This is an optimization exercise on Yosys and OpenROAD, whose aim is small area, a short achievable clock period and few clock cycles, not a production implementation. Function was not checked in any run shown here: the RTL went through the layout flow alone.

--- run.sh ---
#!/bin/bash
# synth_recipe.tcl (not shown) runs the flow's synth.tcl, then flattens the netlist and writes it again
# the make line also repeats each setting of config.mk as NAME=value (left out here)
make -C /OpenROAD-flow-scripts/flow DESIGN_CONFIG=/design/flow/config.mk WORK_HOME=/design/flow/orfs CLKGATE_MAP_FILE= SYNTH_SCRIPT=/design/flow/synth_recipe.tcl finish
--- config.mk ---
export PLATFORM = sky130hd
export DESIGN_NAME = xlr8_float_div
export DESIGN_NICKNAME = xlr8_float_div
export VERILOG_FILES = /design/flow/design.v
export SDC_FILE = /design/flow/constraint.sdc
export NUM_CORES = 4
export LEC_CHECK = 0
export CAP_MARGIN = 20
export CORE_MARGIN = 2
export CORE_UTILIZATION = 40
export SLEW_MARGIN = 20
--- constraint.sdc ---
create_clock -name core_clock -period 5.0 [get_ports {clk}]
set_input_delay 1.0000 -clock core_clock [delete_from_list [all_inputs] [get_ports {clk}]]
set_output_delay 1.0000 -clock core_clock [all_outputs]
set_load 0.01 [all_outputs]
--- design.v ---
module xlr8_fdiv
  #(parameter K = 3)
  (input  logic        clk,
   input  logic        rst_n,
   input  logic        start_div,   
   input  logic        start_nop,   
   input  logic [31:0] numer,
   input  logic [31:0] denom,
   output logic        fin,
   output logic [31:0] result);
   localparam NCYC = (27 + K - 1) / K;      
   localparam LASTK = 27 - (NCYC - 1) * K;  
   logic [3:0]  cnt;         
   logic        busy;
   logic        rnd;         
   logic [23:0] dvs;         
   logic [23:0] rem;         
   logic        q1;          
   logic [24:0] t1;
   assign t1 = {1'b0, 1'b1, numer[22:0]} - {1'b0, 1'b1, denom[22:0]};
   logic [23:0] r_row [0:K];
   logic [K-1:0] q_row;
   logic [25:0] t_row [0:K-1];
   logic [23:0] rem_nxt;
   logic [27:0] q_nxt;
   always_comb begin
      r_row[0] = rem;
      for (int i = 0; i < K; i++) begin
         t_row[i] = {1'b0, r_row[i], 1'b0} - {2'b00, dvs};
         q_row[K-1-i] = !t_row[i][25];
         r_row[i+1] = t_row[i][25] ? {r_row[i][22:0], 1'b0} : t_row[i][23:0];
      end
      if (fin && LASTK != K) begin
         rem_nxt = r_row[LASTK];
         q_nxt = {result[27-LASTK:0], q_row[K-1 -: LASTK]};
      end
      else begin
         rem_nxt = r_row[K];
         q_nxt = {result[27-K:0], q_row};
      end
   end
   logic [7:0]  exp_n, exp_d, exp_q;
   logic        n_nan, d_nan, n_inf, d_inf, n_0, d_0;
   logic        norm, stcky, g, r;
   logic [27:0] q_adjst;
   logic [25:0] q_inc_g;
   logic [24:0] q_rnd;
   logic [31:0] q_out;
   always_comb begin
      exp_n = numer[30:23];
      exp_d = denom[30:23];
      n_nan = (exp_n == 8'hff) && (numer[22:0] != 0);
      d_nan = (exp_d == 8'hff) && (denom[22:0] != 0);
      n_inf = (exp_n == 8'hff) && (numer[22:0] == 0);
      d_inf = (exp_d == 8'hff) && (denom[22:0] == 0);
      n_0 = (exp_n == 0);
      d_0 = (exp_d == 0);
      norm = result[27];
      q_adjst = norm ? {1'b0, result[27:1]} : result[27:0];
      exp_q = exp_n - exp_d + 8'd126 + {7'd0, norm};
      stcky = q_adjst[0] || (|rem);
      g = q_adjst[2];
      r = q_adjst[1];
      q_inc_g = q_adjst[27:2] + 26'd1;
      q_rnd[0] = (g && !r && !stcky) ? 1'b0 : q_inc_g[1];
      q_rnd[24:1] = q_inc_g[25:2];
      if (n_nan || d_nan || (n_0 && d_0) || (n_inf && d_inf))
        q_out = 32'h7fffffff;
      else if (n_inf || d_0)
        q_out = {numer[31] ^ denom[31], 8'hff, 23'h0};
      else if (n_0 || d_inf)
        q_out = {numer[31] ^ denom[31], 31'h0};
      else
        q_out = {numer[31] ^ denom[31], exp_q, q_rnd[22:0]};
   end
   assign busy = (cnt != 4'd0);
   assign fin = (NCYC == 1) ? start_div : (busy && cnt == 4'd1);
   always_ff @(posedge clk or negedge rst_n)
     if (!rst_n) begin
        cnt <= 4'd0;
        rnd <= 1'b0;
     end
     else begin
        rnd <= fin;
        if (start_div)
          cnt <= NCYC[3:0] - 4'd1;
        else if (busy)
          cnt <= cnt - 4'd1;
     end
   always_ff @(posedge clk)
     dvs <= {1'b1, denom[22:0]};
   always_ff @(posedge clk)
     if (start_div || busy)
       rem <= rem_nxt;
     else begin
        rem <= t1[24] ? {1'b1, numer[22:0]} : t1[23:0];
        q1 <= !t1[24];
     end
   always_ff @(posedge clk or negedge rst_n)
     if (!rst_n)
       result <= 32'h0;
     else if (start_nop)
       result <= 32'h0;
     else if (start_div)
       result <= {4'h0, result[26-K:0], q1, q_row};
     else if (busy)
       result <= {4'h0, q_nxt};
     else if (rnd)
       result <= q_out;
endmodule  
`timescale 1 ns / 1 ns
module xlr8_xf
  (input  logic        clk,
   input  logic        rstn,
   input  logic [5:0]  adr,
   input  logic [7:0]  dbus_in,
   output logic [7:0]  dbus_out,
   input  logic        iore,
   input  logic        iowe,
   output logic        out_en,
   output logic        start_div,   
   output logic        start_nop,   
   input  logic        fin,         
   input  logic [31:0] result);
   logic [6:0] ctrl_reg;
   logic       flag;       
   logic       unsup;      
   logic       ctrl_we;
   logic       status_re;
   logic       start;
   logic [7:0] rbyte;
   logic [7:0] creg;
   assign ctrl_we   = iowe && (adr == 6'h10);
   assign status_re = iore && (adr == 6'h11);
   assign start     = ctrl_we && dbus_in[6];
   assign start_div = start && (dbus_in[2:0] == 3'd3);
   assign start_nop = start && (dbus_in[2:0] != 3'd3);
   assign out_en = iore && !adr[5] &&
                   (adr[4] ? (adr[3:1] == 3'b000) : (adr[3:2] == 2'b11));
   always_comb begin
      case (adr[1:0])
        2'd0:    rbyte = result[7:0];
        2'd1:    rbyte = result[15:8];
        2'd2:    rbyte = result[23:16];
        default: rbyte = result[31:24];
      endcase
      creg = adr[0] ? {flag, unsup, 6'h00} : {1'b0, ctrl_reg};
      dbus_out = adr[4] ? creg : rbyte;
   end
   always_ff @(posedge clk or negedge rstn)
     if (!rstn)
       ctrl_reg <= 7'h00;
     else if (ctrl_we)
       ctrl_reg <= dbus_in[6:0];
   always_ff @(posedge clk or negedge rstn)
     if (!rstn) begin
        flag  <= 1'b0;
        unsup <= 1'b0;
     end
     else if (start_nop) begin
        flag  <= 1'b1;
        unsup <= 1'b1;
     end
     else if (fin) begin
        flag  <= 1'b1;
        unsup <= 1'b0;
     end
     else if (start) begin
        flag  <= 1'b0;
        unsup <= 1'b0;
     end
     else if (status_re)
       flag <= 1'b0;
endmodule
`timescale 1 ns / 1 ns
module xlr8_float_div
  (input  logic        clk,
   input  logic        rstn,
   input  logic [5:0]  adr,
   input  logic [7:0]  dbus_in,
   output logic [7:0]  dbus_out,
   input  logic        iore,
   input  logic        iowe,
   output logic        out_en,
   input  logic [31:0] opa,    
   input  logic [31:0] opb     
   );
   logic        start_div;
   logic        start_nop;
   logic        fin;
   logic [31:0] result;
   xlr8_xf xf_inst
     (.clk       (clk),
      .rstn      (rstn),
      .adr       (adr),
      .dbus_in   (dbus_in),
      .dbus_out  (dbus_out),
      .iore      (iore),
      .iowe      (iowe),
      .out_en    (out_en),
      .start_div (start_div),
      .start_nop (start_nop),
      .fin       (fin),
      .result    (result));
   xlr8_fdiv fdiv_inst
     (.clk       (clk),
      .rst_n     (rstn),
      .start_div (start_div),
      .start_nop (start_nop),
      .numer     (opa),
      .denom     (opb),
      .fin       (fin),
      .result    (result));
endmodule
==> results of run 1 <==
-- metrics by stage --
step | hold WS [ns] | cell area, sq um | setup slack [ns] | TNS, ns
after floorplan | 0.443 | 11600 | -1.72 | -39.76
after global placement | 0.477 | 15000 | -2.28 | -54.30
after detailed placement | 0.485 | 15000 | -2.36 | -56.22
after CTS | 0.503 | 16500 | -1.65 | -39.35
after global routing | 0.512 | 17100 | -2.13 | -51.02
final | 0.509 | 17100 | -1.86 | -44.17
-- cell type report --
class / instances / share of cell area
Tap cell: 378 / 0.0277
Inverter: 110 / 0.0242
Timing Repair Buffer: 475 / 0.237
Multi-Input combinational cell: 1254 / 0.568
Clock buffer: 10 / 0.0134
Sequential cell: 94 / 0.125
Clock inverter: 6 / 0.00447
-- cells in the mapped netlist, types with 18 or more instances --
cell      count  area share
nor2b_1      19       0.010
o31ai_1      20       0.013
a21o_1       31       0.020
a21oi_1     128       0.056
nand3_1      43       0.019
nor3_1       51       0.022
dfxtp_1      47       0.082
nor4_1       31       0.017
nor2_1      123       0.040
o21ai_0      96       0.042
nand2_1     140       0.046
o21a_1       28       0.018
inv_1       110       0.036
a211oi_1     37       0.024
mux2_2       22       0.022
xnor2_1      55       0.042
xor2_1       43       0.033
clkbuf_1     57       0.019
ha_1        107        0.12
o41ai_1      18       0.014
dfrtp_1      46        0.10
a31oi_1      20       0.011
-- worst max path at each step --
stage / slack, ns / to / depth (start not counted) / from
finish: -1.86 / fdiv_inst.rem[13] / 32 / fdiv_inst.rem[9]
global route: -2.13 / fdiv_inst.rem[13] / 34 / fdiv_inst.dvs[1]
CTS: -1.65 / fdiv_inst.rem[7] / 32 / fdiv_inst.dvs[18]
detailed placement: -2.36 / fdiv_inst.rem[10] / 31 / fdiv_inst.rem[18]
global placement: -2.28 / fdiv_inst.rem[10] / 31 / fdiv_inst.rem[18]
floorplan: -1.72 / fdiv_inst.rem[6] / 35 / fdiv_inst.dvs[18]
-- kinds of logic (layout without fill, tap and decap cells) --
kind of cell,Yosys count,after routing,synth area share
AOI/OAI and AO/OA,502,502,0.296
and+or+nand+nor,501,501,0.211
adders and majority gates,110,110,0.122
buffers and inverters,192,601,0.0688
DFF,94,94,0.185
muxes,43,43,0.0424
xor gates and xnor gates,98,98,0.0750
-- metal layers --
metal | share of wire | routed length, um
met1 | 0.43 | 19900
met2 | 0.46 | 21400
met4 | 0.051 | 2390
met5 | 0 | 0
met3 | 0.059 | 2760
-- cell usage in the layout (no fill, tap or decap), types with 43 or more instances in the layout --
| cell | Yosys | layout |
|---|---|---|
| buf_4 | 5 | 354 |
| nand2_1 | 140 | 138 |
| nor2_1 | 123 | 117 |
| a21oi_1 | 128 | 102 |
| inv_1 | 110 | 99 |
| clkdlybuf4s50_1 | 0 | 88 |
| ha_1 | 107 | 79 |
| o21ai_0 | 96 | 73 |
| xnor2_1 | 55 | 55 |
| nor3_1 | 51 | 47 |
| dfrtp_1 | 46 | 46 |
| xor2_1 | 43 | 43 |
-- critical path: cells and delay by family (launching register included) --
kind            cells  cell delay, ns
compound gates     17            3.28
fa+ha+maj           3            0.91
buf+inv             7            1.01
flops               1            0.35
mux                 2            0.63
simple gates        3            0.58
-- timing repair --
| action | CTS | global route |
|---|---|---|
| setup buffers | 54 | 18 |
| gates resized for setup | 165 | 67 |
| pin swaps | 42 | 39 |
| endpoints found under the setup margin | 25 | 25 |
| hold buffers | 0 | 0 |
| gates cloned | 2 | 1 |
==> reports/metrics.yaml, run 1 <==
run_status: "complete, but fails checks"
check.faults: "negative setup slack"
grt_pass1_wl_mm: 71.4
max-slew-margin-rel: 0.231
io_buffers: 89
tightestPinTransition_ns: 1.14
synth_fp_nets: 1732
vias_per_cell: 5.86
critPathKind: "register to register"
global_route.usage.total: 0.298
die_area_sq_um: 30000
postLayoutCoreUtil: 0.609
synth.lib_cells_used.distinct: 87
core.rowCount: 61
final_hold_viol_count: 0
timing_max_transition_violations_final: 0
ff_latch_area_sq_um: 2140
drt-total-wl_mm: 46.5
slowest_delay_ns: 0.39
synthFlopType: "dfxtp_1"
holdCritPathClass: "register to register"
largest_registers_in_the_final_layout: "fdiv_inst.result: 32 flops, fdiv_inst.rem: 24 flops, fdiv_inst.dvs: 23 flops"
antenna_left: 0
final-setup-viol-count: 25
fin_crit_ns: 6.86
global_route.peak_usage_layer: "met2"
cp.required_ns: 5.30
grt_pass1_vias: 13095
placed_cells: 2240
number_of_flops_mapped_to_enable_cells_by_yosys: 1
core_region_area_sq_um: 28000
syn2layout_area_growth_pct: 49.1
largest_register: "fdiv_inst.result"
clk_pin_slew_ns: 0.08
routedWlPerCell_um: 20.0
crit_slowest_cell: "a2111oi_4"
initial_utilization: 0.409
post_synth_instance_area_sq_um: 11400
largest_register_ff_count: 32
drc: 0
syn_inst: 1540
num_io_pins: 91
final.period_utilization: 1.37
grtUsageMet2: 0.492
clk_root_buffer_cell: "clkbuf_16"
met1_usage: 0.384
regToRegStartpoint: "fdiv_inst.rem[9]"
grt_antenna_before_repair: 0
initialDrtViolationCount: 1158
multi_input_area_sq_um: 9700
die_h_um: 173
cts_made_buffers: 9
ys_warn_count: 4
yosysSeqAreaShare: 0.185
r2r_cells: 32
worst-path-max-fanout: 8
crit_path_end_kind: "register"
cp_data_arrival_time_ns: 7.16
die_w_um: 173
finalWeightedCongestion: 0.987
max-cap-violations: 0
clock_sink_count: 94
rsz0062_at_grt: "true"
hpwlAfterDp_mm: 35.0
gr-usage-met3: 0.0429
firstDrtPassIters: 5
ctsHtreeMaxLevel: 3
reg_to_reg_end: "fdiv_inst.rem[13]"
cts.path.max_buffers: 2
vias: 13629
clock_skew_ns: 0.0120
cts_tree: "done"
hold_path_end: "xf_inst.ctrl_reg[6]"
grt_start_max_net_pins: 47
r2r_setup_slk_ns: -1.86
finalWorstSetupSlack_ns: -1.86
finish.net_count: 2136
synth.ff_latch_count: 94
layout.filler_cells: 2469
synth.avg_cell_area_sq_um: 7.43
achievable-frequency_ghz: 0.146
post_route_cells_drive_above_1_share: 0.317
timing.critical_path.from_type: "register"
holdCritStartpoint: "xf_inst.ctrl_reg[6]"
diodes: 0
async_flop_share: 0.489
global_route.overflow_total: 0
insertion_delay_ns: 0.36
min_path_cells: 1
finish.cell_count_without_fillers: 2327
==> run 2: changes to the inputs <==
--- a/design.v
+++ b/design.v
@@ -1,5 +1,5 @@
 module xlr8_fdiv
-  #(parameter K = 3)
+  #(parameter K = 2)
   (input  logic        clk,
    input  logic        rst_n,
    input  logic        start_div,   
==> run 2 against run 1 <==
  * Now clean on timing, DRC and antenna
  * Sequential cell count unchanged
  * Sequential share of layout area up 4.3 points
  * Synthesized area down 11%
  * Via count down 23%
  * Utilization down 11 points
  * Non-clock buffer count down 262
  * Register-to-register slack better by 2.0 ns
  * Critical path type unchanged
  * Highest routed layer unchanged
==> reports/metrics.yaml, run 2 <==
timing.critical_path.from_type: "register"  # unchanged
core.rowCount: 58  # was 61
tightestPinTransition_ns: 0.927  # was 1.14 ns
synth_area_leaders: "dfrtp_1 (11%), ha_1 (10%), dfxtp_1 (9.2%)"  # was ha_1 (12%), dfrtp_1 (10%), dfxtp_1 (8.2%)
final_hold_viol_count: 0  # unchanged
timing_max_transition_violations_final: 0  # unchanged
grt_pass1_vias: 9967  # was 13095
run_status: "no timing/DRC/antenna violations"  # was complete, but fails checks
finalWeightedCongestion: 0.914  # was 0.987
drt-total-wl_mm: 33.1  # was 46.5 mm
drc: 0  # unchanged
clk_pin_slew_ns: 0.07  # was 0.08 ns
global_route.overflow_total: 0  # unchanged
holdCritPathClass: "register to register"  # unchanged
diodes: 0  # unchanged
ys_warn_count: 4  # unchanged
vias_per_cell: 5.68  # was 5.86
firstDrtPassIters: 5  # unchanged
syn2layout_area_growth_pct: 23.4  # was 49.1%
synth.avg_cell_area_sq_um: 7.50  # was 7.43 sq um
crit_slowest_cell: "or4_4"  # was a2111oi_4
die_area_sq_um: 26800  # was 30000 sq um
synth_commonest_cells: "nand2_1 (161), a21oi_1 (117), o21ai_0 (104)"  # was nand2_1 (140), a21oi_1 (128), nor2_1 (123)
largest_registers_in_the_final_layout: "fdiv_inst.result: 32 flops, fdiv_inst.rem: 24 flops, fdiv_inst.dvs: 23 flops"  # unchanged
synth_fp_nets: 1531  # was 1732
fin_crit_ns: 4.88  # was 6.86 ns
syn_inst: 1362  # was 1540
final.period_utilization: 0.976  # was 1.37
post_synth_instance_area_sq_um: 10200  # was 11400 sq um
antenna_left: 0  # unchanged
max-slew-margin-rel: 0.380  # was 0.231
largest_register_ff_count: 32  # unchanged
max-cap-violations: 0  # unchanged
grt_pass1_wl_mm: 52.7  # was 71.4 mm
die_w_um: 164  # was 173 um
clock_skew_ns: 0.0142  # was 0.0120 ns
cts_tree: "done"  # unchanged
layout.cells.most_common_list: "nand2_1 (161), buf_4 (120), a21oi_1 (110), o21ai_0 (96), inv_1 (93)"  # was buf_4 (354), nand2_1 (138), nor2_1 (117), a21oi_1 (102), inv_1 (99)
slowest_delay_ns: 0.44  # was 0.39 ns
finish.net_count: 1671  # was 2136
num_io_pins: 91  # unchanged
die_h_um: 164  # was 173 um
cts.path.max_buffers: 2  # unchanged
yosys.cell_count.top_type: "nand2_1"  # unchanged
async_flop_share: 0.489  # unchanged
synth.lib_cells_used.distinct: 78  # was 87
global_route.usage.total: 0.248  # was 0.298
grt_antenna_before_repair: 0  # unchanged
cp_num_buf_inv: 6  # was 7
largest_register: "fdiv_inst.result"  # unchanged
synthFlopType: "dfxtp_1"  # unchanged
crit_path_cell_trace: "inv_1 -> ha_1 -> nand4_1 -> or3_4 -> a21oi_4 -> o21ai_2 -> a21oi_2 -> nor2_2 -> buf_12 -> buf_8 -> o21ai_0 -> buf_4 -> ha_1 -> nor2b_1 -> a41o_1 -> or4_4 -> a21oi_4 -> o31ai_2 -> inv_1 -> o21ai_4 -> buf_12 -> or4_1 -> o311a_1"
vias: 10436  # was 13629
fin_worst_hold_slack_ns: 0.482  # was 0.509 ns
critical-path-top-delay-family: "simple AND/OR/NAND/NOR gates"  # was compound AO/OA/AOI/OAI gates
achievable-frequency_ghz: 0.205  # was 0.146 GHz
worst-path-max-fanout: 17  # was 8
clock_sink_count: 94  # unchanged
grt_start_max_net_pins: 47  # unchanged
number_of_flops_mapped_to_enable_cells_by_yosys: 1  # unchanged
synth.ff_latch_count: 94  # unchanged
postLayoutCoreUtil: 0.502  # was 0.609
layout.cells.most_common: "nand2_1"  # was buf_4
routedWlPerCell_um: 18.0  # was 20.0 um
critPathKind: "register to register"  # unchanged
insertion_delay_ns: 0.36  # about the same
ctsHtreeMaxLevel: 3  # unchanged
post_route_cells_drive_above_1_share: 0.142  # was 0.317
synth_largest_area_cell: "dfrtp_1"  # was ha_1
crit_path_end_kind: "register"  # unchanged
cp.required_ns: 5.25  # was 5.30 ns
top_area_cell_type_share_of_the_netlist_area: 0.113  # was 0.117
clk_root_buffer_cell: "clkbuf_16"  # unchanged
r2r_setup_slk_ns: 0.12  # was -1.86 ns
cp_data_arrival_time_ns: 5.13  # was 7.16 ns
initialDrtViolationCount: 746  # was 1158
io_buffers: 89  # unchanged
cts_made_buffers: 9  # unchanged
yosysSeqAreaShare: 0.208  # was 0.185
hpwlAfterDp_mm: 25.3  # was 35.0 mm
core_region_area_sq_um: 25100  # was 28000 sq um
initial_utilization: 0.407  # was 0.409
final-setup-viol-count: 0  # was 25
==> run 2: cell types whose count changed in the layout (fill, tap and decap cells not counted), sizes merged, moves of 19 or more <==
| cell | previous run | this run |
|---|---|---|
| nor3 | 53 | 26 |
| a211oi | 39 | 17 |
| o21a | 29 | 9 |
| mux2i | 17 | 49 |
| ha | 107 | 84 |
| nand2 | 142 | 161 |
| nor2 | 124 | 72 |
| o22ai | 4 | 27 |
| buf | 386 | 124 |
==> run 2: area by class of cell <==
cell class                 instances  area (sq um)
multi-input combinational       1086          7550
inverter                          98           368
clock inverter                     5          57.6
timing repair buffer             213          1870
fill                            2539         12500
sequential                        94          2120
clock buffer                      11           233
tap                              330           413
==> run 2: cells by family (layout without fill, tap and decap cells) <==
| logic type | count (synthesis) | after routing | share of synthesized area |
|---|---|---|---|
| compound gates | 426 | 426 | 0.265 |
| xor+xnor | 99 | 99 | 0.0849 |
| fa+ha+maj | 87 | 87 | 0.109 |
| buf+inv | 182 | 327 | 0.0708 |
| flops | 94 | 94 | 0.208 |
| mux | 70 | 70 | 0.0733 |
| simple gates | 404 | 404 | 0.190 |
==> run 2: worst reg2reg max path, delay by kind of cell, from the launching register on <==
| family | cells | cell delay [ns] |
|---|---|---|
| DFF | 1 | 0.31 |
| and+or+nand+nor | 6 | 1.63 |
| AOI/OAI and AO/OA | 9 | 1.45 |
| buffers and inverters | 6 | 0.82 |
| adders and majority gates | 2 | 0.55 |
==> run 2: repair_timing <==
action                                  4_1_cts  5_1_grt
cloned                                        0        1
pin swaps                                     0       10
setup buffers                                 0        3
endpoints found under the hold margin         0        0
resized for setup                             9       32
endpoints found under the setup margin        9       24
hold buffers                                  0        0
==> run 2: per-layer routing <==
| layer | track usage | wire [um] | share of wire |
|---|---|---|---|
| met3 | 0.0295 | 1980 | 0.060 |
| met1 | 0.345 | 15200 | 0.46 |
| met5 | 0 | 0 | 0 |
| met4 | 0.0602 | 582 | 0.018 |
| met2 | 0.411 | 15400 | 0.46 |
==> run 2: stage by stage <==
stage / cells / setup TNS [ns] / setup WS [ns] / cell area [sq um]
5_1_grt: 1837 / -0.341 / -0.0526 / 12600
3_3_place_gp: 1817 / -0.688 / -0.119 / 12100
2_1_floorplan: 1362 / 0 / 0.360 / 10200
4_1_cts: 1833 / 0 / 0.0119 / 12400
6_report: 1837 / 0 / 0.121 / 12600
3_5_place_dp: 1817 / -0.685 / -0.142 / 12100
==> run 2: final timing paths <==
path	start	cells after the start	to
min in group asynchronous	rstn	2	xf_inst.ctrl_reg[5]
worst min register to register	xf_inst.ctrl_reg[6]	2	xf_inst.ctrl_reg[6]
worst max-delay path	fdiv_inst.dvs[10]	23	fdiv_inst.rem[1]
max in group asynchronous	rstn	2	fdiv_inst.result[9]
worst min-delay path	xf_inst.ctrl_reg[6]	2	xf_inst.ctrl_reg[6]
worst max register to register	fdiv_inst.dvs[10]	23	fdiv_inst.rem[1]
==> run 3: changes to the inputs <==
--- a/design.v
+++ b/design.v
@@ -1,5 +1,4 @@
 module xlr8_fdiv
-  #(parameter K = 2)
   (input  logic        clk,
    input  logic        rst_n,
    input  logic        start_div,   
@@ -8,35 +7,37 @@
    input  logic [31:0] denom,
    output logic        fin,
    output logic [31:0] result);
-   localparam NCYC = (27 + K - 1) / K;      
-   localparam LASTK = 27 - (NCYC - 1) * K;  
-   logic [3:0]  cnt;         
+   localparam NCYC = 14;
+   logic [4:0]  cnt;         
    logic        busy;
    logic        rnd;         
-   logic [23:0] dvs;         
-   logic [23:0] rem;         
-   logic        q1;          
-   logic [24:0] t1;
-   assign t1 = {1'b0, 1'b1, numer[22:0]} - {1'b0, 1'b1, denom[22:0]};
-   logic [23:0] r_row [0:K];
-   logic [K-1:0] q_row;
-   logic [25:0] t_row [0:K-1];
-   logic [23:0] rem_nxt;
-   logic [27:0] q_nxt;
+   logic [22:0] dvs;         
+   logic [24:0] dvd;         
+   logic [25:0] dvs3;        
+   logic [25:0] x;
+   logic [26:0] t1, t2, t3;
+   logic [1:0]  q_dig;
+   logic [24:0] d_nxt;
    always_comb begin
-      r_row[0] = rem;
-      for (int i = 0; i < K; i++) begin
-         t_row[i] = {1'b0, r_row[i], 1'b0} - {2'b00, dvs};
-         q_row[K-1-i] = !t_row[i][25];
-         r_row[i+1] = t_row[i][25] ? {r_row[i][22:0], 1'b0} : t_row[i][23:0];
-      end
-      if (fin && LASTK != K) begin
-         rem_nxt = r_row[LASTK];
-         q_nxt = {result[27-LASTK:0], q_row[K-1 -: LASTK]};
+      x  = {dvd, 1'b0};
+      t1 = {1'b0, x} - {3'b001, dvs};
+      t2 = {1'b0, x} - {2'b01, dvs, 1'b0};
+      t3 = {1'b0, x} - {1'b0, dvs3};
+      if (!t3[26]) begin
+         q_dig = 2'd3;
+         d_nxt = {t3[23:0], 1'b0};
+      end
+      else if (!t2[26]) begin
+         q_dig = 2'd2;
+         d_nxt = {t2[23:0], 1'b0};
+      end
+      else if (!t1[26]) begin
+         q_dig = 2'd1;
+         d_nxt = {t1[23:0], 1'b0};
       end
       else begin
-         rem_nxt = r_row[K];
-         q_nxt = {result[27-K:0], q_row};
+         q_dig = 2'd0;
+         d_nxt = {x[23:0], 1'b0};
       end
    end
    logic [7:0]  exp_n, exp_d, exp_q;
@@ -58,7 +59,7 @@
       norm = result[27];
       q_adjst = norm ? {1'b0, result[27:1]} : result[27:0];
       exp_q = exp_n - exp_d + 8'd126 + {7'd0, norm};
-      stcky = q_adjst[0] || (|rem);
+      stcky = q_adjst[0] || (|dvd);
       g = q_adjst[2];
       r = q_adjst[1];
       q_inc_g = q_adjst[27:2] + 26'd1;
@@ -73,38 +74,37 @@
       else
         q_out = {numer[31] ^ denom[31], exp_q, q_rnd[22:0]};
    end
-   assign busy = (cnt != 4'd0);
-   assign fin = (NCYC == 1) ? start_div : (busy && cnt == 4'd1);
+   assign busy = (cnt != 5'd0);
+   assign fin = (NCYC == 1) ? start_div : (busy && cnt == 5'd1);
    always_ff @(posedge clk or negedge rst_n)
      if (!rst_n) begin
-        cnt <= 4'd0;
+        cnt <= 5'd0;
         rnd <= 1'b0;
      end
      else begin
         rnd <= fin;
         if (start_div)
-          cnt <= NCYC[3:0] - 4'd1;
+          cnt <= NCYC[4:0] - 5'd1;
         else if (busy)
-          cnt <= cnt - 4'd1;
+          cnt <= cnt - 5'd1;
      end
    always_ff @(posedge clk)
-     dvs <= {1'b1, denom[22:0]};
+     begin
+        dvs <= denom[22:0];
+        dvs3 <= {2'b01, denom[22:0]} + {1'b1, denom[22:0], 1'b0};
+     end
    always_ff @(posedge clk)
      if (start_div || busy)
-       rem <= rem_nxt;
-     else begin
-        rem <= t1[24] ? {1'b1, numer[22:0]} : t1[23:0];
-        q1 <= !t1[24];
-     end
+       dvd <= d_nxt;
+     else
+       dvd <= {2'b01, numer[22:0]};
    always_ff @(posedge clk or negedge rst_n)
      if (!rst_n)
        result <= 32'h0;
      else if (start_nop)
        result <= 32'h0;
-     else if (start_div)
-       result <= {4'h0, result[26-K:0], q1, q_row};
-     else if (busy)
-       result <= {4'h0, q_nxt};
+     else if (start_div || busy)
+       result <= {result[29:0], q_dig};
      else if (rnd)
        result <= q_out;
 endmodule  
--- a/config.mk
+++ b/config.mk
@@ -8,4 +8,5 @@
 export CAP_MARGIN = 20
 export CORE_MARGIN = 2
 export CORE_UTILIZATION = 40
+export SETUP_SLACK_MARGIN = 2.0
 export SLEW_MARGIN = 20
==> run 3 against run 2 <==
  * Non-clock buffer count decreased by 51
  * Global-route usage fell by 1.8 points
  * Sequential share of layout area grew 1.7 points
  * Sequential cell count increased by 26
  * Register-to-register slack improved by 1.9 ns
  * Highest routed layer unchanged
==> reports/metrics.yaml, run 3 <==
crit_path_cell_trace: "buf_12 -> buf_8 -> buf_4 -> o21ai_0 -> o221a_2 -> clkdlybuf4s15_2"  # was inv_1 -> ha_1 -> nand4_1 -> or3_4 -> a21oi_4 -> o21ai_2 -> a21oi_2 -> nor2_2 -> buf_12 -> buf_8 -> o21ai_0 -> buf_4 -> ha_1 -> nor2b_1 -> a41o_1 -> or4_4 -> a21oi_4 -> o31ai_2 -> inv_1 -> o21ai_4 -> buf_12 -> or4_1 -> o311a_1
cts_made_buffers: 17  # was 9
timing_max_transition_violations_final: 0  # unchanged
insertion_delay_ns: 0.42  # was 0.36 ns
drt-total-wl_mm: 35.1  # was 33.1 mm
critical-path-top-delay-family: "buffers and inverters"  # was simple AND/OR/NAND/NOR gates
die_h_um: 172  # was 164 um
run_status: "no timing/DRC/antenna violations"  # unchanged
num_io_pins: 91  # unchanged
worst_setup_path_startpoint: "adr[0]"  # was fdiv_inst.dvs[10]
syn2layout_area_growth_pct: 26.9  # was 23.4%
worst-path-max-fanout: 12  # was 17
final.period_utilization: 0.606  # was 0.976
core.rowCount: 61  # was 58
final_hold_viol_count: 0  # unchanged
timing.critical_path.from_type: "input pin"  # was register
max-cap-violations: 0  # unchanged
global_route.overflow_total: 0  # unchanged
rsz0062_at_grt: "true"
tightestPinTransition_ns: 0.624  # was 0.927 ns
clock_sink_count: 120  # was 94
synth_area_leaders: "ha_1 (13%), dfxtp_1 (13%), dfrtp_1 (10%)"  # was dfrtp_1 (11%), ha_1 (10%), dfxtp_1 (9.2%)
layout.cells.most_common_list: "nand2_1 (131), inv_1 (124), o21ai_0 (117), a21oi_1 (106), ha_1 (105)"  # was nand2_1 (161), buf_4 (120), a21oi_1 (110), o21ai_0 (96), inv_1 (93)
synth.lib_cells_used.distinct: 80  # was 78
ys_warn_count: 2  # was 4
synth_largest_area_cell: "ha_1"  # was dfrtp_1
cp_data_arrival_time_ns: 2.03  # was 5.13 ns
firstDrtPassIters: 5  # unchanged
initialDrtViolationCount: 708  # was 746
max-slew-margin-rel: 0.584  # was 0.380
io_buffers: 89  # unchanged
antenna_left: 0  # unchanged
layout.cells.most_common: "nand2_1"  # unchanged
vias_per_cell: 5.59  # was 5.68
regToRegStartpoint: "fdiv_inst.dvd[1]"  # was fdiv_inst.dvs[10]
largest_register_ff_count: 32  # unchanged
yosysSeqAreaShare: 0.233  # was 0.208
die_area_sq_um: 29700  # was 26800 sq um
synth_commonest_cells: "o21ai_0 (134), nand2_1 (132), inv_1 (130)"  # was nand2_1 (161), a21oi_1 (117), o21ai_0 (104)
finish.cell_count_without_fillers: 1964  # was 1837
drc: 0  # unchanged
fin_crit_ns: 3.03  # was 4.88 ns
grt_start_max_net_pins: 48  # was 47
initial_utilization: 0.407  # about the same
placed_cells: 1874  # was 1817
synth.ff_latch_count: 120  # was 94
critPathKind: "input pin to output port"  # was register to register
clk_pin_slew_ns: 0.05  # was 0.07 ns
yosys.cell_count.top_type: "o21ai_0"  # was nand2_1
cp.required_ns: 4.00  # was 5.25 ns
routedWlPerCell_um: 17.9  # was 18.0 um
slowest_delay_ns: 0.22  # was 0.44 ns
synth_fp_nets: 1657  # was 1531
largest_register: "fdiv_inst.result"  # unchanged
grt_pass1_vias: 10536  # was 9967
layout.filler_cells: 2655  # was 2539
diodes: 0  # unchanged
vias: 10979  # was 10436
holdCritPathClass: "register to register"  # unchanged
post_route_cells_drive_above_1_share: 0.172  # was 0.142
finish.net_count: 1781  # was 1671
syn_inst: 1449  # was 1362
grt_pass1_wl_mm: 53.9  # was 52.7 mm
core_region_area_sq_um: 27900  # was 25100 sq um
global_route.usage.total: 0.230  # was 0.248
post_synth_instance_area_sq_um: 11300  # was 10200 sq um
cp_num_buf_inv: 4  # was 6
number_of_flops_mapped_to_enable_cells_by_yosys: 0  # was 1
finalWeightedCongestion: 0.915  # was 0.914
crit_slowest_cell: "o221a_2"  # was or4_4
grt_antenna_before_repair: 0  # unchanged
crit_path_end_kind: "output port"  # was register
synthFlopType: "dfxtp_1"  # unchanged
cts_tree: "done"  # unchanged
cts.path.max_buffers: 2  # unchanged
largest_registers_in_the_final_layout: "fdiv_inst.result: 32 flops, fdiv_inst.dvd: 25 flops, fdiv_inst.dvs3: 25 flops"  # was fdiv_inst.result: 32 flops, fdiv_inst.rem: 24 flops, fdiv_inst.dvs: 23 flops
ctsHtreeMaxLevel: 4  # was 3
die_w_um: 172  # was 164 um
holdCritStartpoint: "fdiv_inst.result[31]"  # was xf_inst.ctrl_reg[6]
final-setup-viol-count: 0  # unchanged
total_negative_setup_slacks_ns: 0  # unchanged
clk_root_buffer_cell: "clkbuf_16"  # unchanged
hpwlAfterDp_mm: 25.5  # was 25.3 mm
achievable-frequency_ghz: 0.330  # was 0.205 GHz
clock_skew_ns: 0.0134  # was 0.0142 ns
synth.avg_cell_area_sq_um: 7.82  # was 7.50 sq um
async_flop_share: 0.392  # was 0.489
top_area_cell_type_share_of_the_netlist_area: 0.134  # was 0.113
-- run 3: cell count changes after synthesis, sizes merged, moves of 12 or more --
cell	before	now
o22ai	27	10
and3	5	18
o21ai	107	135
clkbuf	58	38
a21o	27	41
ha	84	121
nor2	72	87
mux2	19	7
dfxtp	47	73
inv	96	131
mux2i	49	23
o21a	9	22
nand2	161	133
-- run 3: stage by stage --
step	worst slack (ns)	hold slack, ns	instance area, sq um	util
final	1.97	0.511	14400	0.516
after global placement	0.844	0.484	12600	0.452
after detailed placement	0.830	0.488	12600	0.452
after CTS	1.95	0.504	13800	0.497
after floorplan	1.87	0.445	11400	-
after global routing	1.94	0.524	14400	0.516
-- run 3: timing repair --
action                     in CTS  in global routing
resized for setup             173                 99
gates cloned                    3                  5
pin swaps                      33                 38
setup endpoints to repair      77                 67
hold buffers                    0                  0
buffers inserted               33                 17
-- run 3: worst paths after layout --
kind / end / slack (ns) / cells after the start
setup / recovery: dbus_out[4] / 1.97 / 6
hold / removal: fdiv_inst.result[31] / 0.51 / 1
setup reg to reg: fdiv_inst.dvd[5] / 2.07 / 12
hold reg to reg: fdiv_inst.result[31] / 0.51 / 1
max in group asynchronous: fdiv_inst.result[27] / 3.86 / 2
min in group asynchronous: fdiv_inst.result[21] / 0.66 / 2
-- run 3: cell families after synthesis --
family | after synthesis | share of synthesized area
compound gates | 464 | 0.262
simple gates | 399 | 0.173
buf+inv | 190 | 0.0662
fa+ha+maj | 126 | 0.142
flops | 120 | 0.233
xor+xnor | 117 | 0.0904
mux | 33 | 0.0336
-- run 3: worst register-to-register path: cells and delay by family (launching register included) --
family	cells	cell delay, ns
buf+inv	2	0.34
flops	1	0.42
compound gates	5	1.24
fa+ha+maj	1	0.23
mux	1	0.26
simple gates	3	0.34
-- run 3: area by class of cell --
type,count,area (sq um),area share
tap,378,473,0.0329
clock inverter,13,131,0.00913
multi-input combinational,1141,8640,0.601
timing repair buffer,162,1530,0.106
clock buffer,19,454,0.0316
inverter,131,492,0.0342
sequential,120,2670,0.185
-- run 3: metal layers --
metal / vias to the layer above / wire [um] / global-route usage / part of all wire
met4: 0 / 1180 / 0.0851 / 0.034
met1: 5210 / 15100 / 0.290 / 0.43
met5: - / 0 / 0 / 0
met3: 64 / 1530 / 0.0247 / 0.043
li1: 5431 / - / - / -
met2: 274 / 17200 / 0.404 / 0.49
==> run 4: changes to the inputs <==
--- a/config.mk
+++ b/config.mk
@@ -8,5 +8,5 @@
 export CAP_MARGIN = 20
 export CORE_MARGIN = 2
 export CORE_UTILIZATION = 40
-export SETUP_SLACK_MARGIN = 2.0
+export SETUP_SLACK_MARGIN = 1.6
 export SLEW_MARGIN = 20
==> run 4 against run 3 <==
  * Still clean
  * Non-clock buffer count shrank 23
  * Fmax shrank 9.9%
  * Clock skew is essentially flat
  * Largest cell class unchanged
  * Highest routed layer unchanged
==> reports/metrics.yaml, run 4 <==
syn2layout_area_growth_pct: 20.3  # was 26.9%
async_flop_share: 0.392  # unchanged
run_status: "no timing/DRC/antenna violations"  # unchanged
num_io_pins: 91  # unchanged
hpwlAfterDp_mm: 25.3  # was 25.5 mm
r2r_setup_slk_ns: 1.77  # was 2.07 ns
drt-total-wl_mm: 33.3  # was 35.1 mm
antenna_left: 0  # unchanged
yosysSeqAreaShare: 0.233  # unchanged
core_region_area_sq_um: 27900  # unchanged
synth_largest_area_cell: "ha_1"  # unchanged
top_layer_used: "met4"  # unchanged
r2r_cells: 10  # was 12
diodes: 0  # unchanged
vias: 10842  # was 10979
clk_pin_slew_ns: 0.06  # was 0.05 ns
synth.ff_latch_count: 120  # unchanged
cts.path.max_buffers: 2  # unchanged
largest_registers_in_the_final_layout: "fdiv_inst.result: 32 flops, fdiv_inst.dvd: 25 flops, fdiv_inst.dvs3: 25 flops"  # unchanged
cp.required_ns: 4.00  # about the same
top_area_cell_type_share_of_the_netlist_area: 0.134  # unchanged
achievable-frequency_ghz: 0.298  # was 0.330 GHz
core.rowCount: 61  # unchanged
synth.avg_cell_area_sq_um: 7.82  # unchanged
ys_warn_count: 2  # unchanged
io_buffers: 89  # unchanged
routed_metal_1_wirelength_mm: 15.0  # was 15.1 mm
cts_tree: "done"  # unchanged
global_route.overflow_total: 0  # unchanged
total_negative_setup_slacks_ns: 0  # unchanged
layout.cells.most_common: "nand2_1"  # unchanged
max-slew-margin-rel: 0.543  # was 0.584
crit_slowest_cell: "mux4_1"  # was o221a_2
grt_pass1_vias: 10236  # was 10536
fin_area_sq_um: 13600  # was 14400 sq um
die_w_um: 172  # unchanged
clk_root_buffer_cell: "clkbuf_16"  # unchanged
drc: 0  # unchanged
post_synth_instance_area_sq_um: 11300  # unchanged
max-cap-violations: 0  # unchanged
layout.cells.most_common_list: "nand2_1 (131), inv_1 (130), o21ai_0 (123), ha_1 (121), a21oi_1 (115)"  # was nand2_1 (131), inv_1 (124), o21ai_0 (117), a21oi_1 (106), ha_1 (105)
crit_path_cell_trace: "buf_6 -> mux4_1 -> inv_1 -> o21ai_0 -> clkdlybuf4s50_1"  # was buf_12 -> buf_8 -> buf_4 -> o21ai_0 -> o221a_2 -> clkdlybuf4s15_2
grt_pass1_wl_mm: 52.6  # was 53.9 mm
min_path_cells: 1  # unchanged
finish.net_count: 1756  # was 1781
largest_register_ff_count: 32  # unchanged
slowest_delay_ns: 0.57  # was 0.22 ns
synth_fp_nets: 1657  # unchanged
vias_per_cell: 5.59  # about the same
clock_sink_count: 120  # unchanged
endpoint: "dbus_out[7]"  # was dbus_out[4]
grt_start_max_net_pins: 48  # unchanged
rsz0062_at_grt: "true"  # unchanged
wl_met2_mm: 15.7  # was 17.2 mm
holdCritPathClass: "register to register"  # unchanged
finalWeightedCongestion: 0.936  # was 0.915
crit_path_end_kind: "output port"  # unchanged
initialDrtViolationCount: 629  # was 708
route.met3.wl_mm: 1.59  # was 1.53 mm
worst-path-max-fanout: 15  # was 12
routedWlPerCell_um: 17.2  # was 17.9 um
initial_utilization: 0.407  # unchanged
synth.lib_cells_used.distinct: 80  # unchanged
insertion_delay_ns: 0.44  # was 0.42 ns
timing.critical_path.from_type: "input pin"  # unchanged
reg_to_reg_end: "fdiv_inst.dvd[16]"  # was fdiv_inst.dvd[5]
placedInstanceArea_sq_um: 12600  # about the same
cts_made_buffers: 17  # unchanged
die_h_um: 172  # unchanged
grt_antenna_before_repair: 0  # unchanged
global_route.usage.total: 0.225  # was 0.230
tightestPinTransition_ns: 0.680  # was 0.624 ns
postLayoutCoreUtil: 0.490  # was 0.516
die_area_sq_um: 29700  # unchanged
regToRegStartpoint: "fdiv_inst.dvd[18]"  # was fdiv_inst.dvd[1]
timing_max_transition_violations_final: 0  # unchanged
final.period_utilization: 0.672  # was 0.606
postCtsHoldBufs: 0  # unchanged
largest_register: "fdiv_inst.result"  # unchanged
firstDrtPassIters: 9  # was 5
fin_crit_ns: 3.36  # was 3.03 ns
syn_inst: 1449  # unchanged
synthFlopType: "dfxtp_1"  # unchanged
yosys.cell_count.top_type: "o21ai_0"  # unchanged
synth_commonest_cells: "o21ai_0 (134), nand2_1 (132), inv_1 (130)"  # unchanged
worst_setup_path_startpoint: "adr[0]"  # unchanged
number_of_flops_mapped_to_enable_cells_by_yosys: 0  # unchanged
post_route_cells_drive_above_1_share: 0.0999  # was 0.172
ctsHtreeMaxLevel: 4  # unchanged
cp_data_arrival_time_ns: 2.36  # was 2.03 ns
synth_area_leaders: "ha_1 (13%), dfxtp_1 (13%), dfrtp_1 (10%)"  # unchanged
clock_skew_ns: 0.0134  # about the same
final_hold_viol_count: 0  # unchanged
critPathKind: "input pin to output port"  # unchanged
final-setup-viol-count: 0  # unchanged
run 4: cell counts after synthesis:
Identical to the previous run, type by type.
run 4: metrics by stage:
| stage | worst slack, ns | hold WS, ns | std cells |
|---|---|---|---|
| finish | 1.64 | 0.513 | 1939 |
| CTS | 1.43 | 0.516 | 1929 |
| global placement | 0.772 | 0.491 | 1876 |
| floorplan | 1.75 | 0.445 | 1449 |
| global route | 1.56 | 0.535 | 1939 |
| detailed placement | 0.734 | 0.498 | 1876 |
run 4: how the worst min path moves through the flow:
stage                                 to                 start
global route         xf_inst.ctrl_reg[3]   xf_inst.ctrl_reg[3]
CTS                 fdiv_inst.result[31]  fdiv_inst.result[31]
floorplan           fdiv_inst.result[30]  fdiv_inst.result[30]
detailed placement  fdiv_inst.result[31]  fdiv_inst.result[31]
finish              fdiv_inst.result[31]  fdiv_inst.result[31]
global placement    fdiv_inst.result[31]  fdiv_inst.result[31]
run 4: logic make-up after synthesis:
logic type,share of synthesized area
AOI/OAI and AO/OA,0.262
and+or+nand+nor,0.173
buffers and inverters,0.0662
adders and majority gates,0.142
DFF,0.233
xor gates and xnor gates,0.0904
muxes,0.0336
run 4: layout make-up:
cell class,instances,area (sq um)
Fill cell,2700,14200
Multi-Input combinational cell,1139,8110
Sequential cell,120,2640
Timing Repair Buffer,139,1330
Inverter,131,492
Tap cell,378,473
Clock buffer,18,429
Clock inverter,14,163
run 4: worst max-delay path, delay by kind of cell:
kind	cells	cell delay (ns)
AO/OA/AOI/OAI	1	0.06
multiplexers	1	0.57
buffers and inverters	3	0.72
run 4: repair_timing:
item / CTS / global route
gates resized for setup: 54 / 32
endpoints found under the setup margin: 70 / 63
pin swaps: 10 / 10
cloned: 1 / 1
setup buffers: 20 / 9
run 4: routing by layer:
| layer | GRT usage | up-vias |
|---|---|---|
| li1 | - | 5398 |
| met1 | 0.287 | 5039 |
| met2 | 0.392 | 346 |
| met3 | 0.0279 | 59 |
| met4 | 0.0822 | 0 |
| met5 | 0 | - |
==> run 5: changes to the inputs <==
--- a/design.v
+++ b/design.v
@@ -7,13 +7,12 @@
    input  logic [31:0] denom,
    output logic        fin,
    output logic [31:0] result);
-   localparam NCYC = 14;
-   logic [4:0]  cnt;         
+   logic [3:0]  cnt;         
    logic        busy;
-   logic        rnd;         
+   logic        last;        
    logic [22:0] dvs;         
+   logic [25:0] dvs3;        
    logic [24:0] dvd;         
-   logic [25:0] dvs3;        
    logic [25:0] x;
    logic [26:0] t1, t2, t3;
    logic [1:0]  q_dig;
@@ -42,10 +41,8 @@
    end
    logic [7:0]  exp_n, exp_d, exp_q;
    logic        n_nan, d_nan, n_inf, d_inf, n_0, d_0;
-   logic        norm, stcky, g, r;
-   logic [27:0] q_adjst;
-   logic [25:0] q_inc_g;
-   logic [24:0] q_rnd;
+   logic        norm;
+   logic [22:0] inc, m_rnd;
    logic [31:0] q_out;
    always_comb begin
       exp_n = numer[30:23];
@@ -56,15 +53,15 @@
       d_inf = (exp_d == 8'hff) && (denom[22:0] == 0);
       n_0 = (exp_n == 0);
       d_0 = (exp_d == 0);
-      norm = result[27];
-      q_adjst = norm ? {1'b0, result[27:1]} : result[27:0];
+      norm = result[23];
       exp_q = exp_n - exp_d + 8'd126 + {7'd0, norm};
-      stcky = q_adjst[0] || (|dvd);
-      g = q_adjst[2];
-      r = q_adjst[1];
-      q_inc_g = q_adjst[27:2] + 26'd1;
-      q_rnd[0] = (g && !r && !stcky) ? 1'b0 : q_inc_g[1];
-      q_rnd[24:1] = q_inc_g[25:2];
+      for (int i = 0; i < 23; i++)
+        inc[i] = result[i] ^ (i == 0 || &(result[22:0] | ~((23'd1 << i) - 23'd1)));
+      if (norm)          
+        m_rnd = q_dig[1] ? inc : result[22:0];
+      else               
+        m_rnd = (q_dig == 2'd3) ? {inc[21:0], 1'b0}
+                                : {result[21:0], q_dig[1] | q_dig[0]};
       if (n_nan || d_nan || (n_0 && d_0) || (n_inf && d_inf))
         q_out = 32'h7fffffff;
       else if (n_inf || d_0)
@@ -72,29 +69,25 @@
       else if (n_0 || d_inf)
         q_out = {numer[31] ^ denom[31], 31'h0};
       else
-        q_out = {numer[31] ^ denom[31], exp_q, q_rnd[22:0]};
+        q_out = {numer[31] ^ denom[31], exp_q, m_rnd};
    end
-   assign busy = (cnt != 5'd0);
-   assign fin = (NCYC == 1) ? start_div : (busy && cnt == 5'd1);
+   assign busy = (cnt != 4'd0);
+   assign fin  = (cnt == 4'd2);
+   assign last = (cnt == 4'd1);
    always_ff @(posedge clk or negedge rst_n)
-     if (!rst_n) begin
-        cnt <= 5'd0;
-        rnd <= 1'b0;
-     end
-     else begin
-        rnd <= fin;
-        if (start_div)
-          cnt <= NCYC[4:0] - 5'd1;
-        else if (busy)
-          cnt <= cnt - 5'd1;
-     end
+     if (!rst_n)
+       cnt <= 4'd0;
+     else if (start_div)
+       cnt <= 4'd12;
+     else if (busy)
+       cnt <= cnt - 4'd1;
    always_ff @(posedge clk)
      begin
         dvs <= denom[22:0];
         dvs3 <= {2'b01, denom[22:0]} + {1'b1, denom[22:0], 1'b0};
      end
    always_ff @(posedge clk)
-     if (start_div || busy)
+     if (start_div || (busy && !last))
        dvd <= d_nxt;
      else
        dvd <= {2'b01, numer[22:0]};
@@ -103,10 +96,10 @@
        result <= 32'h0;
      else if (start_nop)
        result <= 32'h0;
+     else if (last)
+       result <= q_out;
      else if (start_div || busy)
        result <= {result[29:0], q_dig};
-     else if (rnd)
-       result <= q_out;
 endmodule  
 `timescale 1 ns / 1 ns
 module xlr8_xf
--- a/config.mk
+++ b/config.mk
@@ -8,5 +8,5 @@
 export CAP_MARGIN = 20
 export CORE_MARGIN = 2
 export CORE_UTILIZATION = 40
-export SETUP_SLACK_MARGIN = 1.6
+export SETUP_SLACK_MARGIN = 2.0
 export SLEW_MARGIN = 20
==> run 5 against run 4 <==
  * Utilization grew 6.8 points
  * Cell count grew 1.9%
  * Sequential share of layout area shrank 2.3 points
  * Count of clock-buffer cells in the layout is the same
  * Worst setup slack lost 0.31 ns
  * Register-to-register slack lost 0.44 ns
  * Wire length grew 6.0%
  * Clock skew grew 0.0055 ns
  * Critical endpoint is now fdiv_inst.result[19]
  * Highest routed layer unchanged
==> reports/metrics.yaml, run 5 <==
cts_tree: "done"  # unchanged
critPathKind: "register to register"  # was input pin to output port
routedWlPerCell_um: 17.9  # was 17.2 um
holdCritPathClass: "register to register"  # unchanged
hpwlAfterDp_mm: 24.3  # was 25.3 mm
timing_max_transition_violations_final: 0  # unchanged
finalWorstSetupSlack_ns: 1.33  # was 1.64 ns
crit_path_cell_trace: "fa_2 -> a211oi_2 -> o21a_2 -> o22ai_4 -> o32ai_4 -> o32ai_4 -> a311oi_4 -> buf_6 -> o21ai_4 -> ha_4 -> buf_12 -> nor2b_4 -> buf_4 -> a21oi_1 -> o21ai_1 -> nor3_1 -> o221ai_1 -> o21ai_1"  # was buf_6 -> mux4_1 -> inv_1 -> o21ai_0 -> clkdlybuf4s50_1
crit_path_end_kind: "register"  # was output port
finish.cell_count_without_fillers: 1976  # was 1939
ys_warn_count: 2  # unchanged
timing.critical_path.from_type: "register"  # was input pin
number_of_flops_mapped_to_enable_cells_by_yosys: 0  # unchanged
yosys.cell_count.top_type: "ha_1"  # was o21ai_0
clock_skew_ns: 0.0189  # was 0.0134 ns
synth.lib_cells_used.distinct: 78  # was 80
grt_pass1_vias: 10748  # was 10236
io_buffers: 89  # unchanged
run_status: "no timing/DRC/antenna violations"  # unchanged
drt-total-wl_mm: 35.3  # was 33.3 mm
largest_registers_in_the_final_layout: "fdiv_inst.result: 32 flops, fdiv_inst.dvs3: 26 flops, fdiv_inst.dvd: 25 flops"  # was fdiv_inst.result: 32 flops, fdiv_inst.dvd: 25 flops, fdiv_inst.dvs3: 25 flops
global_route.overflow_total: 0  # unchanged
final-setup-viol-count: 0  # unchanged
die_area_sq_um: 29400  # was 29700 sq um
largest_register_ff_count: 32  # unchanged
cp.required_ns: 5.35  # was 4.00 ns
syn2layout_area_growth_pct: 37.7  # was 20.3%
finish.net_count: 1800  # was 1756
final_hold_viol_count: 0  # unchanged
vias_per_cell: 5.66  # was 5.59
global_route.usage.total: 0.237  # was 0.225
initialDrtViolationCount: 619  # was 629
synth_area_leaders: "ha_1 (14%), dfxtp_1 (13%), dfrtp_1 (10%)"  # was ha_1 (13%), dfxtp_1 (13%), dfrtp_1 (10%)
max-cap-violations: 0  # unchanged
cts.path.max_buffers: 2  # unchanged
die_w_um: 171  # was 172 um
die_h_um: 171  # was 172 um
place_ws_ns: 0.777  # was 0.734 ns
placed_cells: 1845  # was 1876
ctsHtreeMaxLevel: 4  # unchanged
tightestPinTransition_ns: 0.778  # was 0.680 ns
top_area_cell_type_share_of_the_netlist_area: 0.142  # was 0.134
final.period_utilization: 0.733  # was 0.672
clock_sink_count: 118  # was 120
initial_utilization: 0.405  # was 0.407
grt_antenna_before_repair: 0  # unchanged
synth_largest_area_cell: "ha_1"  # unchanged
yosysSeqAreaShare: 0.231  # was 0.233
num_io_pins: 91  # unchanged
clk_root_buffer_cell: "clkbuf_16"  # unchanged
synthFlopType: "dfxtp_1"  # unchanged
postCtsHoldBufs: 0  # unchanged
cp_data_arrival_time_ns: 4.01  # was 2.36 ns
syn_inst: 1421  # was 1449
rsz0062_at_grt: "true"  # unchanged
max-slew-margin-rel: 0.477  # was 0.543
diodes: 0  # unchanged
synth.avg_cell_area_sq_um: 7.90  # was 7.82 sq um
crit_slowest_cell: "fa_2"  # was mux4_1
largest_register: "fdiv_inst.result"  # unchanged
insertion_delay_ns: 0.43  # was 0.44 ns
post_route_cells_drive_above_1_share: 0.258  # was 0.0999
layout.cells.most_common_list: "nand2_1 (114), inv_1 (109), buf_4 (88), nor2_1 (87), ha_1 (87)"  # was nand2_1 (131), inv_1 (130), o21ai_0 (123), ha_1 (121), a21oi_1 (115)
post_synth_instance_area_sq_um: 11200  # was 11300 sq um
grt_pass1_wl_mm: 55.0  # was 52.6 mm
vias: 11177  # was 10842
firstDrtPassIters: 5  # was 9
finalWeightedCongestion: 0.878  # was 0.936
slowest_delay_ns: 0.39  # was 0.57 ns
fin_crit_ns: 3.67  # was 3.36 ns
synth_fp_nets: 1635  # was 1657
synth.ff_latch_count: 118  # was 120
synth_commonest_cells: "ha_1 (127), inv_1 (126), nand2_1 (122)"  # was o21ai_0 (134), nand2_1 (132), inv_1 (130)
async_flop_share: 0.381  # was 0.392
grt_start_max_net_pins: 46  # was 48
layout.cells.most_common: "nand2_1"  # unchanged
drc: 0  # unchanged
antenna_left: 0  # unchanged
worst-path-max-fanout: 5  # was 15
clk_pin_slew_ns: 0.07  # was 0.06 ns
total_negative_setup_slacks_ns: 0  # unchanged
achievable-frequency_ghz: 0.273  # was 0.298 GHz
core_region_area_sq_um: 27700  # was 27900 sq um
cts_made_buffers: 17  # unchanged
fin_worst_hold_slack_ns: 0.482  # was 0.513 ns
core.rowCount: 61  # unchanged
[run 5: layout make-up]
type | instances | area (sq um)
inverter | 126 | 478
clock inverter | 13 | 170
timing repair buffer | 212 | 2100
tap | 378 | 473
sequential | 118 | 2640
clock buffer | 18 | 439
multi-input combinational | 1111 | 9160
fill | 2502 | 12200
[run 5: path summary, 6_finish.rpt]
check                           depth (start not counted)            startpoint  slack, ns              endpoint
worst max-delay path                                   18      fdiv_inst.dvd[0]       1.33  fdiv_inst.result[19]
worst min-delay path                                    2  fdiv_inst.result[31]       0.48  fdiv_inst.result[31]
worst max register to register                         18      fdiv_inst.dvd[0]       1.33  fdiv_inst.result[19]
worst min register to register                          2  fdiv_inst.result[31]       0.48  fdiv_inst.result[31]
max in group asynchronous                               1                  rstn       3.99   fdiv_inst.result[8]
min in group asynchronous                               1                  rstn       0.58   xf_inst.ctrl_reg[3]
[run 5: logic make-up (layout without fill, tap and decap cells)]
| kind of cell | after synthesis | after routing | synth area share |
|---|---|---|---|
| and+or+nand+nor | 390 | 390 | 0.167 |
| xor gates and xnor gates | 101 | 101 | 0.0788 |
| DFF | 118 | 118 | 0.231 |
| AOI/OAI and AO/OA | 460 | 460 | 0.278 |
| adders and majority gates | 132 | 132 | 0.151 |
| muxes | 28 | 28 | 0.0278 |
| buffers and inverters | 192 | 369 | 0.0670 |
[run 5: repair_timing]
| action | in CTS | in global routing |
|---|---|---|
| pin swaps | 82 | 96 |
| buffers inserted | 60 | 35 |
| gates resized for setup | 268 | 160 |
| endpoints found under the hold margin | 0 | 0 |
| endpoints found under the setup margin | 79 | 70 |
| cloned | 5 | 0 |
[run 5: routing by layer]
| layer | up-vias | track usage | routed length, um |
|---|---|---|---|
| met5 | - | 0 | 0 |
| met4 | 0 | 0.0873 | 957 |
| met3 | 61 | 0.0290 | 1780 |
| met2 | 351 | 0.421 | 17300 |
| met1 | 5261 | 0.293 | 15300 |
| li1 | 5504 | - | - |
[run 5: metrics by stage]
stage | util | instance area, sq um
after floorplan | - | 11400
after global placement | 0.458 | 12700
after detailed placement | 0.458 | 12700
after CTS | 0.528 | 14600
after global routing | 0.558 | 15500
final | 0.558 | 15500
[run 5: worst max-delay path, delay by kind of cell (launching register included)]
family	cells	cell delay [ns]
AO/OA/AOI/OAI	11	1.86
adder cells (fa/ha/maj)	2	0.59
buffers and inverters	3	0.46
flip-flops	1	0.36
AND/OR/NAND/NOR	2	0.32
==> run 6: changes to the inputs <==
--- a/config.mk
+++ b/config.mk
@@ -8,5 +8,5 @@
 export CAP_MARGIN = 20
 export CORE_MARGIN = 2
 export CORE_UTILIZATION = 40
-export SETUP_SLACK_MARGIN = 2.0
+export SETUP_SLACK_MARGIN = 2.3
 export SLEW_MARGIN = 20
==> run 6 against run 5 <==
  * Cell count decreased by 0.51%
  * First-iteration DRC count up 19%
  * Register-to-register slack better by 0.06 ns
  * Critical path type unchanged
  * Still clean
  * Die area did not move
  * Synthesized area did not move
==> reports/metrics.yaml, run 6 <==
cts_made_buffers: 17  # unchanged
vias: 11133  # was 11177
muxShareOfSynthArea: 0.0278  # unchanged
grt_antenna_before_repair: 0  # unchanged
finalWorstSetupSlack_ns: 1.39  # was 1.33 ns
r2r_cells: 16  # was 18
crit_path_end_kind: "register"  # unchanged
die_h_um: 171  # unchanged
post_synth_xor_area_fraction: 0.0788  # unchanged
place_ws_ns: 0.748  # was 0.777 ns
syn_inst: 1421  # unchanged
drt-total-wl_mm: 34.9  # was 35.3 mm
critPathKind: "register to register"  # unchanged
fin_crit_ns: 3.61  # was 3.67 ns
fin_worst_hold_slack_ns: 0.488  # was 0.482 ns
synth_commonest_cells: "ha_1 (127), inv_1 (126), nand2_1 (122)"  # unchanged
drc: 0  # unchanged
placed_cells: 1842  # was 1845
insertion_delay_ns: 0.44  # was 0.43 ns
timing.critical_path.from_type: "register"  # unchanged
yosys.cell_count.top_type: "ha_1"  # unchanged
total_negative_setup_slacks_ns: 0  # unchanged
initial_utilization: 0.405  # unchanged
grt_start_max_net_pins: 46  # unchanged
synth_fa_ha_area_frac: 0.151  # unchanged
synth_largest_area_cell: "ha_1"  # unchanged
core_region_area_sq_um: 27700  # unchanged
max-slew-margin-rel: 0.389  # was 0.477
run_status: "no timing/DRC/antenna violations"  # unchanged
cts_tree: "done"  # unchanged
layout.cells.most_common: "nand2_1"  # unchanged
final_hold_viol_count: 0  # unchanged
rsz0062_at_grt: "true"  # unchanged
layout.filler_cells: 2526  # was 2502
min_path_cells: 2  # unchanged
finish.cell_count_without_fillers: 1966  # was 1976
largest_family_of_logic_cells_by_synthesized_area: "compound AO/OA/AOI/OAI gates"  # unchanged
clock_sink_count: 118  # unchanged
antenna_left: 0  # unchanged
synth-simple-area-share: 0.167  # unchanged
cp.required_ns: 5.31  # was 5.35 ns
finish.net_count: 1789  # was 1800
layout.cells.most_common_list: "nand2_1 (113), inv_1 (105), ha_1 (87), nor2_1 (82), buf_4 (80)"  # was nand2_1 (114), inv_1 (109), buf_4 (88), nor2_1 (87), ha_1 (87)
hpwlAfterDp_mm: 24.3  # about the same
ys_warn_count: 2  # unchanged
ff_latch_area_sq_um: 2620  # was 2640 sq um
post_route_cells_drive_above_1_share: 0.264  # was 0.258
holdCritPathClass: "register to register"  # unchanged
post_synth_instance_area_sq_um: 11200  # unchanged
initialDrtViolationCount: 738  # was 619
cts.path.max_buffers: 2  # unchanged
grt_pass1_vias: 10612  # was 10748
timing_max_transition_violations_final: 0  # unchanged
cp_data_arrival_time_ns: 3.91  # was 4.01 ns
worst-path-max-fanout: 6  # was 5
global_route.usage.total: 0.234  # was 0.237
async_flop_share: 0.381  # unchanged
num_io_pins: 91  # unchanged
vias_per_cell: 5.66  # about the same
core.rowCount: 61  # unchanged
die_w_um: 171  # unchanged
max-cap-violations: 0  # unchanged
synthFlopType: "dfxtp_1"  # unchanged
largest_register_ff_count: 32  # unchanged
synth.avg_cell_area_sq_um: 7.90  # unchanged
synth.ff_latch_count: 118  # unchanged
firstDrtPassIters: 7  # was 5
postCtsHoldBufs: 0  # unchanged
global_route.overflow_total: 0  # unchanged
top_area_cell_type_share_of_the_netlist_area: 0.142  # unchanged
ctsHtreeMaxLevel: 4  # unchanged
clock_skew_ns: 0.0187  # was 0.0189 ns
finalWeightedCongestion: 0.873  # was 0.878
yosysSeqAreaShare: 0.231  # unchanged
die_area_sq_um: 29400  # unchanged
routedWlPerCell_um: 17.8  # was 17.9 um
synth.lib_cells_used.distinct: 78  # unchanged
io_buffers: 89  # unchanged
multi_input_area_sq_um: 9180  # was 9160 sq um
diodes: 0  # unchanged
clk_root_buffer_cell: "clkbuf_16"  # unchanged
largest_register: "fdiv_inst.result"  # unchanged
synth-compound-area-share: 0.278  # unchanged
largest_registers_in_the_final_layout: "fdiv_inst.result: 32 flops, fdiv_inst.dvs3: 26 flops, fdiv_inst.dvd: 25 flops"  # unchanged
tightestPinTransition_ns: 0.916  # was 0.778 ns
clk_pin_slew_ns: 0.07  # about the same
number_of_flops_mapped_to_enable_cells_by_yosys: 0  # unchanged
grt_pass1_wl_mm: 54.5  # was 55.0 mm
synth_area_leaders: "ha_1 (14%), dfxtp_1 (13%), dfrtp_1 (10%)"  # unchanged
syn2layout_area_growth_pct: 36.4  # was 37.7%
achievable-frequency_ghz: 0.277  # was 0.273 GHz
final-setup-viol-count: 0  # unchanged
final.period_utilization: 0.721  # was 0.733
synth_fp_nets: 1635  # unchanged
[run 6: area by class of cell]
cell class / count / share of cell area
multi-input combinational: 1111 / 0.600
sequential: 118 / 0.171
timing repair buffer: 201 / 0.127
inverter: 126 / 0.0325
tap: 378 / 0.0309
clock buffer: 19 / 0.0297
clock inverter: 13 / 0.00875
[run 6: cells by family after synthesis]
family / count (synthesis)
xor gates and xnor gates: 101
adders and majority gates: 132
buffers and inverters: 192
muxes: 28
and+or+nand+nor: 390
DFF: 118
AOI/OAI and AO/OA: 460
[run 6: layer usage]
metal	wire (um)	vias up	global-route usage
li1	-	5482	-
met1	15300	5253	0.296
met3	1750	52	0.0290
met2	17100	346	0.409
met5	0	-	0
met4	789	0	0.0796
[run 6: what timing repair did]
item,CTS,global route
cloned,5,1
pin swaps,84,70
buffers inserted,63,23
hold endpoints to repair,0,0
gates resized for setup,371,120
endpoints found under the setup margin,87,72
[run 6: critical path, stage by stage, from the launching register on]
cell and delay, ns:
dfxtp_4 0.36, buf_4 0.14, fa_1 0.46, a21o_1 0.24, a22oi_1 0.22, a21o_1 0.25
o31ai_4 0.14, o2111ai_4 0.22, and2_1 0.24, o21ai_4 0.10, ha_4 0.20, buf_4 0.14
nand3_2 0.05, xor2_1 0.15, nor3_1 0.06, o32a_1 0.31, a22o_1 0.20
[run 6: worst paths after layout]
path | startpoint | endpoint | slack (ns)
setup / recovery | fdiv_inst.dvd[0] | fdiv_inst.result[22] | 1.39
hold reg to reg | fdiv_inst.result[31] | fdiv_inst.result[31] | 0.49
setup reg to reg | fdiv_inst.dvd[0] | fdiv_inst.result[22] | 1.39
min in group asynchronous | rstn | xf_inst.ctrl_reg[3] | 0.57
max in group asynchronous | rstn | fdiv_inst.result[2] | 4.00
hold / removal | fdiv_inst.result[31] | fdiv_inst.result[31] | 0.49
[run 6: per-stage QoR]
step / util / area [sq um]
finish: 0.552 / 15300
detailed placement: 0.464 / 12900
global placement: 0.464 / 12900
floorplan: - / 11700
CTS: 0.532 / 14800
global route: 0.552 / 15300

[static timing again, ports no longer ideal]
In the flow no input, the clock included, has a driving cell. The finished layouts below were timed again as built, in two steps. Step 1 (the two cells are an assumption about what drives the block):
set clk [get_ports {clk}]
set_driving_cell -lib_cell sky130_fd_sc_hd__clkbuf_16 $clk
set_driving_cell -lib_cell sky130_fd_sc_hd__buf_2 [delete_from_list [all_inputs] $clk]
Step 2 times the ports against the registers' clock, not the clock port: input delays grow and output delays shrink by t, the midpoint of the rising clock arrivals with the driver on. a / b / c = ideal ports / drivers / drivers and shift; a / b = the first two.
| run | t (ns) | setup WS [ns] | hold slack, ns | worst register clock-pin slew, ns |
|---|---|---|---|---|
| run 1 | 0.409 | -1.861 / -1.861 / -1.861 | 0.509 / 0.509 / 0.509 | 0.08 / 0.08 |
| run 2 | 0.403 | 0.121 / 0.121 / 0.121 | 0.482 / 0.482 / 0.482 | 0.08 / 0.08 |
| run 3 | 0.467 | 1.971 / 1.922 / 1.602 | 0.511 / 0.511 / 0.511 | 0.07 / 0.07 |
| run 4 | 0.480 | 1.640 / 1.601 / 1.236 | 0.513 / 0.513 / 0.513 | 0.07 / 0.07 |
| run 5 | 0.477 | 1.333 / 1.333 / 1.316 | 0.482 / 0.482 / 0.482 | 0.07 / 0.07 |
| run 6 | 0.477 | 1.394 / 1.394 / 1.394 | 0.488 / 0.488 / 0.488 | 0.08 / 0.08 |
For run 4, which loses most, drivers alone change the setup slack by -0.039 ns; drivers and shift together by -0.404 ns.
